Background: an optimization exercise with open tools, aiming at a short achievable clock period and few clock cycles. Do not read the settings as production practice. Only the layout flow was run in this run; the RTL was not checked for function there. Power is estimated from default activity; no workload was simulated.

<file path="flow/flow/run.sh">
#!/bin/bash
set -o pipefail
bash standard.sh ADDER_MAP_FILE= SETUP_SLACK_MARGIN=7.2 finish > standard_flow.log 2>&1
</file>
<file path="flow/standard.sh">
#!/bin/bash
# synth_recipe.tcl (not shown) runs the flow's synth.tcl, then flattens the netlist and writes it again
# the make line also repeats each setting of config.mk as NAME=value (left out here)
make -C /OpenROAD-flow-scripts/flow DESIGN_CONFIG=/design/flow/config.mk WORK_HOME=/design/flow/orfs CLKGATE_MAP_FILE= SYNTH_SCRIPT=/design/flow/synth_recipe.tcl "${@:-finish}"
</file>
<file path="flow/config.mk">
export PLATFORM = sky130hd
export DESIGN_NAME = MIPS_TOP
export DESIGN_NICKNAME = MIPS_TOP
export VERILOG_FILES = /design/flow/design.v
export SDC_FILE = /design/flow/constraint.sdc
export NUM_CORES = 8
export LEC_CHECK = 0
export CAP_MARGIN = 30
export CORE_MARGIN = 2
export CORE_UTILIZATION = 65
export PLACE_DENSITY = 0.75
export SETUP_SLACK_MARGIN = 5
export SLEW_MARGIN = 30
</file>
<file path="flow/constraint.sdc">
create_clock -name core_clock -period 10.5 [get_ports {clk}]
set_input_delay 2.1000 -clock core_clock [delete_from_list [all_inputs] [get_ports {clk}]]
set_output_delay 2.1000 -clock core_clock [all_outputs]
set_load 0.01 [all_outputs]
</file>
<file path="flow/design.v">
module MIPS_TOP (
   input  wire        clk,
   input  wire        rst,
   output wire [31:0] imem_addr,
   input  wire [31:0] imem_rdata,
   output wire [31:0] dmem_addr,
   output wire [31:0] dmem_wdata,
   output wire        dmem_we,
   input  wire [31:0] dmem_rdata
);
  localparam NF = 8;    
  reg  [31:0] pc;           
  reg  [31:0] pc_o;         
  reg  [31:0] pc_prev;      
  reg         src_seq;      
  reg         src_ent;      
  reg  [2:0]  src_idx;      
  reg         src_sb, src_full;
  reg         d_valid;
  reg  [31:0] d_ir;
  reg  [31:0] d_pc;
  reg  [31:0] d_ra, d_rb;   
  reg         d_sb;         
  reg  [4:0]  d_sb_rs, d_sb_rt;
  reg         d_sb_pt;      
  reg  [9:0]  d_sb_alt;     
  reg         x_wen;        
  reg  [4:0]  x_rd;
  reg  [31:1] x_wsel;       
  reg         x_lw;
  reg         x_we;         
  reg  [4:0]  x_aluop;      
  reg  [31:0] x_a, x_b;
  reg  [31:0] x_addr;
  reg  [31:0] x_wd;
  reg  [31:0] x_pc;
  reg         x_sb;         
  reg         x_sb_pt, x_sb_same, x_sb_fa, x_sb_fb;
  reg  [9:0]  x_sb_alt;
  reg  [31:0] x_sva, x_svb;  
  reg  [31:0] rf [1:31];
  reg  [NF-1:0] ft_v;
  reg  [NF-1:0] ft_sb;      
  reg  [NF-1:0] ft_full;    
  reg  [9:0]    ft_tag [0:NF-1];
  reg  [9:0]    ft_tt  [0:NF-1];    
  reg  [9:0]    ft_nt  [0:NF-1];    
  reg  [4:0]    ft_rs  [0:NF-1];
  reg  [4:0]    ft_rt  [0:NF-1];
  reg  [1:0]    ft_ctr [0:NF-1];
  reg  [2:0]    ft_ptr;
  reg           ln_v;
  reg  [1:0]    ln_kind;    
  reg  [2:0]    ln_idx;
  reg  [9:0]    ln_tag;
  reg  [31:0]   ln_jtgt;
  reg  [31:0]   ln_bpc4;
  reg  [15:0]   ln_imm;
  reg  [4:0]    ln_rs, ln_rt;
  wire [31:0] sum  = x_a + x_b;
  wire [31:0] diff = x_a - x_b;
  wire        slt  = (x_a[31] ^ x_b[31]) ? x_a[31] : diff[31];
  wire [31:0] alu  = ({32{x_aluop[0]}} & sum)
                   | ({32{x_aluop[1]}} & diff)
                   | ({32{x_aluop[2]}} & (x_a & x_b))
                   | ({32{x_aluop[3]}} & (x_a | x_b))
                   | {31'b0, x_aluop[4] & slt};
  wire [31:0] x_res = x_lw ? dmem_rdata : alu;
  assign dmem_addr  = x_addr;
  assign dmem_wdata = x_wd;
  assign dmem_we    = x_we;
  wire [31:0] bn   = ~x_b;
  wire [31:0] x_and = x_a & x_b;
  wire [31:0] x_or  = x_a | x_b;
  wire [31:0] x_xor = x_a ^ x_b;
  wire [31:0] s_and = x_a & bn;
  wire [31:0] s_or  = x_a | bn;
  wire [31:0] s_xor = x_a ^ bn;
  function eqx;
    input [31:0] k;
    input [31:0] a_and, a_or, a_xor, b_and, b_or, b_xor, ld;
    input        lw, s;
    input [4:0]  aop;
    reg   [31:0] ca, cs;
    begin
      ca  = a_and | (a_or & ~k);    
      cs  = b_and | (b_or & ~k);
      eqx = lw ? (ld == k)
               : ((aop[0] & (((a_xor ^ k) ^ {ca[30:0], 1'b0}) == 32'd0)) |
                  (aop[1] & (((b_xor ^ k) ^ {cs[30:0], 1'b1}) == 32'd0)) |
                  (aop[2] & (a_and == k)) |
                  (aop[3] & (a_or == k))  |
                  (aop[4] & (k[31:1] == 31'd0) & (k[0] == s)));
    end
  endfunction
  wire [31:0] sk      = x_sb_fa ? x_svb : x_sva;
  wire        s_eqx   = eqx(sk, x_and, x_or, x_xor, s_and, s_or, s_xor,
                            dmem_rdata, x_lw, slt, x_aluop);
  wire        s_taken = x_sb_same ? 1'b1 :
                        (x_sb_fa || x_sb_fb) ? s_eqx : (x_sva == x_svb);
  wire        xredir  = x_sb && (s_taken != x_sb_pt);
  wire [5:0]  op    = d_ir[31:26];
  wire [4:0]  rs    = d_ir[25:21];
  wire [4:0]  rt    = d_ir[20:16];
  wire [4:0]  rdf   = d_ir[15:11];
  wire [5:0]  funct = d_ir[5:0];
  wire [31:0] imm   = {{16{d_ir[15]}}, d_ir[15:0]};
  wire is_r    = (op == 6'b000000);
  wire is_addi = (op == 6'b001000);
  wire is_lw   = (op == 6'b100011);
  wire is_sw   = (op == 6'b101011);
  wire is_beq  = (op == 6'b000100);
  wire [4:0] dest = is_r ? rdf : rt;
  wire       wreg = (is_r | is_addi | is_lw) && (dest != 5'd0);
  wire f_sub = is_r && (funct == 6'b100010);
  wire f_and = is_r && (funct == 6'b100100);
  wire f_or  = is_r && (funct == 6'b100101);
  wire f_slt = is_r && (funct == 6'b101010);
  wire f_add = !(f_sub | f_and | f_or | f_slt);
  wire fwd_a = x_wen && (x_rd == rs);
  wire fwd_b = x_wen && (x_rd == rt);
  wire [31:0] a_next = fwd_a ? x_res : d_ra;
  wire [31:0] b_fwd  = fwd_b ? x_res : d_rb;
  wire [31:0] b_next = is_addi ? imm : b_fwd;
  wire [31:0] d_pc4  = d_pc + 32'd4;
  wire [31:0] d_tgt  = d_pc4 + {imm[29:0], 2'b00};
  wire [31:0] dk     = fwd_a ? d_rb : d_ra;
  wire        d_eqx  = eqx(dk, x_and, x_or, x_xor, s_and, s_or, s_xor,
                           dmem_rdata, x_lw, slt, x_aluop);
  wire        taken  = (rs == rt) ? 1'b1 :
                       (fwd_a || fwd_b) ? d_eqx : (d_ra == d_rb);
  wire        dredir = d_valid && is_beq && taken;
  wire [31:0] sb_ra  = (d_sb_rs == 5'd0) ? 32'd0 :
                       (x_wen && x_rd == d_sb_rs) ? x_res : rf[d_sb_rs];
  wire [31:0] sb_rb  = (d_sb_rt == 5'd0) ? 32'd0 :
                       (x_wen && x_rd == d_sb_rt) ? x_res : rf[d_sb_rt];
  wire        stall  = d_valid && (is_lw || is_sw) && fwd_a;
  wire        hold   = stall && !xredir;
  wire        go     = d_valid && !stall && !xredir;
  wire        redirect = xredir || dredir;
  wire [31:0] pc4    = pc + 32'd4;
  wire        f_j    = (imem_rdata[31:26] == 6'b000010);
  wire        f_beq  = (imem_rdata[31:26] == 6'b000100);
  wire [31:0] f_jtgt = {pc4[31:28], imem_rdata[25:0], 2'b00};
  wire [4:0]  f_rs   = imem_rdata[25:21];
  wire [4:0]  f_rt   = imem_rdata[20:16];
  wire [31:0] f_ra   = (f_rs == 5'd0) ? 32'd0 :
                       (x_wen && x_rd == f_rs) ? x_res : rf[f_rs];
  wire [31:0] f_rb   = (f_rt == 5'd0) ? 32'd0 :
                       (x_wen && x_rd == f_rt) ? x_res : rf[f_rt];
  wire pc_lo = pc[31:12] == 20'd0;
  reg  [NF-1:0] hit;
  reg  [2:0]    h_idx;
  reg           h_sb, h_full, h_pt;
  reg  [9:0]    h_tt, h_nt;
  reg  [4:0]    h_rs, h_rt;
  integer j;
  always @* begin
    h_idx  = 3'd0;
    h_sb   = 1'b0;
    h_full = 1'b0;
    h_pt   = 1'b0;
    h_tt   = 10'd0;
    h_nt   = 10'd0;
    h_rs   = 5'd0;
    h_rt   = 5'd0;
    for (j = 0; j < NF; j = j + 1) begin
      hit[j] = ft_v[j] && pc_lo && ft_tag[j] == pc[11:2];
      if (hit[j]) begin
        h_idx  = h_idx | j[2:0];
        h_sb   = h_sb | ft_sb[j];
        h_full = h_full | ft_full[j];
        h_pt   = h_pt | (ft_sb[j] & ft_ctr[j][1]);
        h_tt   = h_tt | ft_tt[j];
        h_nt   = h_nt | ft_nt[j];
        h_rs   = h_rs | ft_rs[j];
        h_rt   = h_rt | ft_rt[j];
      end
    end
  end
  wire h_any = |hit;
  wire [31:0] pc_next = xredir   ? {20'd0, x_sb_alt, 2'b00} :
                        dredir   ? d_tgt :
                        hold     ? pc :
                        f_j      ? f_jtgt :
                        h_any    ? {20'd0, h_pt ? h_tt : h_nt, 2'b00} : pc4;
  wire lrn_ok = !hold && !redirect && (src_seq || src_ent) && d_valid;
  wire lrn_j  = lrn_ok && f_j  && (src_seq || (src_sb && !src_full));
  wire lrn_b  = lrn_ok && f_beq && !is_beq &&
                (src_seq || (!src_sb && !src_full));
  wire [1:0] lrn_kind = src_seq ? (f_j ? 2'd0 : 2'd1) : (f_j ? 2'd2 : 2'd3);
  wire [31:0] ln_btgt = ln_bpc4 + {{14{ln_imm[15]}}, ln_imm, 2'b00};
  wire        ln_jok  = ln_jtgt[31:12] == 20'd0;
  wire        ln_bok  = ln_bpc4[31:12] == 20'd0 && ln_btgt[31:12] == 20'd0;
  reg         ln_exists;
  integer m;
  always @* begin
    ln_exists = 1'b0;
    for (m = 0; m < NF; m = m + 1)
      if (ft_v[m] && ft_tag[m] == ln_tag) ln_exists = 1'b1;
  end
  wire ln_same = ft_v[ln_idx] && ft_tag[ln_idx] == ln_tag && !ft_full[ln_idx];
  wire wr_new  = ln_v && !ln_exists &&
                 ((ln_kind == 2'd0 && ln_jok) || (ln_kind == 2'd1 && ln_bok));
  wire wr_jb   = ln_v && ln_kind == 2'd2 && ln_same && ft_sb[ln_idx] && ln_jok;
  wire wr_bj   = ln_v && ln_kind == 2'd3 && ln_same && !ft_sb[ln_idx] && ln_bok;
  wire x_lo = x_pc[31:12] == 20'd0;
  assign imem_addr = pc_o;
  integer i;
  always @(posedge clk or negedge rst) begin
    if (!rst) begin
      pc       <= 32'd0;
      pc_prev  <= 32'd0;
      src_seq  <= 1'b0;
      src_ent  <= 1'b0;
      d_valid  <= 1'b0;
      d_sb     <= 1'b0;
      x_wen    <= 1'b0;
      x_wsel   <= 31'd0;
      x_lw     <= 1'b0;
      x_aluop  <= 5'd0;
      x_sb     <= 1'b0;
      ft_v     <= {NF{1'b0}};
      ft_sb    <= {NF{1'b0}};
      ft_full  <= {NF{1'b0}};
      ft_ptr   <= 3'd0;
      ln_v     <= 1'b0;
      for (i = 1; i < 32; i = i + 1) rf[i] <= 32'd0;
    end else begin
      pc <= pc_next;
      if (!hold) begin
        pc_prev <= pc;
        src_seq <= !redirect && !f_j && !h_any;
        src_ent <= !redirect && !f_j && h_any && !h_pt;
      end
      if (redirect) begin
        d_valid <= 1'b0;
        d_sb    <= 1'b0;
      end else if (!hold) begin
        d_valid <= !f_j;
        d_sb    <= h_sb && !f_j;
      end
      x_wen   <= go && wreg;
      for (i = 1; i < 32; i = i + 1) x_wsel[i] <= go && wreg && (dest == i);
      x_lw    <= go && is_lw;
      x_aluop <= {f_slt, f_or, f_and, f_sub, f_add};
      x_sb    <= go && d_sb;
      for (i = 1; i < 32; i = i + 1)
        if (x_wsel[i]) rf[i] <= x_res;
      ln_v <= lrn_j || lrn_b;
      if (wr_new) begin
        ft_v[ft_ptr]    <= 1'b1;
        ft_sb[ft_ptr]   <= ln_kind == 2'd1;
        ft_full[ft_ptr] <= 1'b0;
        ft_ptr          <= ft_ptr + 3'd1;
      end
      if (wr_jb) ft_full[ln_idx] <= 1'b1;
      if (wr_bj) begin
        ft_sb[ln_idx]   <= 1'b1;
        ft_full[ln_idx] <= 1'b1;
      end
    end
  end
  always @(posedge clk) begin
    pc_o <= rst ? pc_next : 32'd0;
    x_we <= rst && go && is_sw;
  end
  always @(posedge clk) begin
    if (!hold) begin
      d_ir     <= imem_rdata;
      d_pc     <= pc;
      d_ra     <= f_ra;
      d_rb     <= f_rb;
      d_sb_rs  <= h_rs;
      d_sb_rt  <= h_rt;
      d_sb_pt  <= h_pt;
      d_sb_alt <= h_pt ? h_nt : h_tt;
      src_idx  <= h_idx;
      src_sb   <= h_sb;
      src_full <= h_full;
    end else begin
      if (fwd_a) d_ra <= x_res;
      if (fwd_b) d_rb <= x_res;
    end
    x_rd      <= dest;
    x_a       <= a_next;
    x_b       <= b_next;
    x_addr    <= d_ra + imm;
    x_wd      <= b_fwd;
    x_pc      <= d_pc;
    x_sb_pt   <= d_sb_pt;
    x_sb_alt  <= d_sb_alt;
    x_sb_same <= d_sb_rs == d_sb_rt;
    x_sb_fa   <= wreg && dest == d_sb_rs;
    x_sb_fb   <= wreg && dest == d_sb_rt;
    x_sva     <= sb_ra;
    x_svb     <= sb_rb;
    ln_kind <= lrn_kind;
    ln_idx  <= src_idx;
    ln_tag  <= pc_prev[11:2];
    ln_jtgt <= f_jtgt;
    ln_bpc4 <= pc4;
    ln_imm  <= imem_rdata[15:0];
    ln_rs   <= f_rs;
    ln_rt   <= f_rt;
    for (i = 0; i < NF; i = i + 1)
      if (x_sb && ft_v[i] && ft_sb[i] && x_lo && ft_tag[i] == x_pc[11:2])
        ft_ctr[i] <= s_taken ? (ft_ctr[i] == 2'd3 ? 2'd3 : ft_ctr[i] + 2'd1)
                             : (ft_ctr[i] == 2'd0 ? 2'd0 : ft_ctr[i] - 2'd1);
    if (wr_new) begin
      ft_tag[ft_ptr] <= ln_tag;
      ft_nt[ft_ptr]  <= ln_kind == 2'd0 ? ln_jtgt[11:2] : ln_bpc4[11:2];
      ft_tt[ft_ptr]  <= ln_btgt[11:2];
      ft_rs[ft_ptr]  <= ln_rs;
      ft_rt[ft_ptr]  <= ln_rt;
      ft_ctr[ft_ptr] <= 2'd1;
    end
    if (wr_jb) ft_nt[ln_idx] <= ln_jtgt[11:2];
    if (wr_bj) begin
      ft_nt[ln_idx]  <= ln_bpc4[11:2];
      ft_tt[ln_idx]  <= ln_btgt[11:2];
      ft_rs[ln_idx]  <= ln_rs;
      ft_rt[ln_idx]  <= ln_rt;
      ft_ctr[ln_idx] <= 2'd1;
    end
  end
endmodule
</file>
==> impl_results.md <==
* Outcome: did not finish
* Failed at: global routing (5_1_grt)
* Stop err: [ERROR GRT-0116] Global routing finished with congestion. Check the congestion regions in the DRC Viewer.
* Synth async-reset ratio at 56.96%
* H-tree depth at 4
* Sink Count at 1940
* DP Wirelength at 407800 microns
* GR Overflow Total at 7919
* # IOs at 163
* Die height at 420.9 microns
* Die width at 420.9 microns
* Port bufs at 162
* Post-Syn Instances at 11120
* Syn Area/Cell at 10.16 sq um
* Ys flop type: dfrtp_1
* Root buffer cell: clkbuf_16
* Hold-fix buffers, CTS at 0
* Dpl ws at 3686 ps
* Yosys reg bits at 1940
* Net Count, Synth at 11190
* YS warnings at 34
* Synthesized cell area at 113000 sq um
* CTS max path bufs at 3
* Row count at 153
* GPL Wtd Cong at 1.220
* Number of synthesized flops with an enable pin at 410
* Vias in the first global route at 154100
* DP Area at 118600 sq um
* CTS Buf Count at 193
* Netlist cell types at 116
* Pin count of the biggest net entering global routing at 123
* First-pass GRT wire length at 1270000 microns
* GRT Total Usage at 100.0%
* Starting Density at 65.20%
* Sequential-to-total area share from yosys stat at 42.91%
repair_timing:
item / in CTS
resized for setup: 3010
endpoints found under the setup margin: 2299
setup buffers: 748
pin swaps: 466
gates cloned: 174
cells in the mapped netlist, drive strengths merged (34+ instances only):
cell type / number / area (sq um)
inv: 158 / 593.1
a21o: 35 / 264.0
and2: 50 / 312.8
a31oi: 51 / 319.1
edfxtp: 410 / 12310
a211oi: 38 / 290.3
nand4: 410 / 2565
nor2: 578 / 2172
nand2: 426 / 1612
o21a: 34 / 255.2
maj3: 170 / 1703
a22o: 374 / 3276
a221oi: 401 / 3531
nor4: 184 / 1157
dfxtp: 425 / 8508
mux2: 994 / 11190
nand3: 348 / 1747
nor3: 256 / 1313
o22ai: 48 / 300.3
buf: 219 / 1075
dfrtp: 1105 / 27650
mux2i: 124 / 1426
nand2b: 61 / 381.6
xnor2: 596 / 5265
o21ai: 254 / 1305
a22oi: 1095 / 8220
and3: 83 / 519.3
xor2: 309 / 2729
a222oi: 143 / 1431
a21oi: 494 / 2480
clkbuf: 787 / 2958
per-layer routing:
layer  overflow  track usage (%)
met1       1219            97.32
met2       3749            108.0
met3       1071            94.23
met4       1746            101.8
met5        134            87.32
power by group through the flow:
stage / sequential (W) / clock (W) / combinational (W)
detailed placement: 0.00895 / 0 / 0.00275
floorplan: 0.00851 / 0 / 0.00192
global placement: 0.00894 / 0 / 0.00263
CTS: 0.00883 / 0.00756 / 0.00373
how the worst min path moves through the flow:
stage / startpoint / end / slack, ps / cells past startpoint
after detailed placement: d_sb_alt[0] / x_sb_alt[0] / 330 / 0
after global placement: src_idx[0] / ln_idx[0] / 330 / 0
after floorplan: src_idx[0] / ln_idx[0] / 320 / 0
after CTS: d_sb_alt[7] / x_sb_alt[7] / 340 / 0
kinds of logic after synthesis:
| logic type | Yosys count | share of synthesized area (%) |
|---|---|---|
| DFF | 1940 | 42.91 |
| AOI/OAI and AO/OA | 3211 | 21.12 |
| and+or+nand+nor | 2588 | 11.67 |
| buffers and inverters | 1167 | 4.105 |
| adders and majority gates | 170 | 1.507 |
| xor gates and xnor gates | 905 | 7.077 |
| muxes | 1140 | 11.61 |
through the flow:
step                      total power, W  utilization, %  cells  hold WS, ps
after floorplan                  0.01043               -  11120        323.3
after CTS                        0.02012           84.55  14280        335.4
after detailed placement         0.01171           68.45  13000        329.1
after global placement           0.01157           68.30  12990        326.8
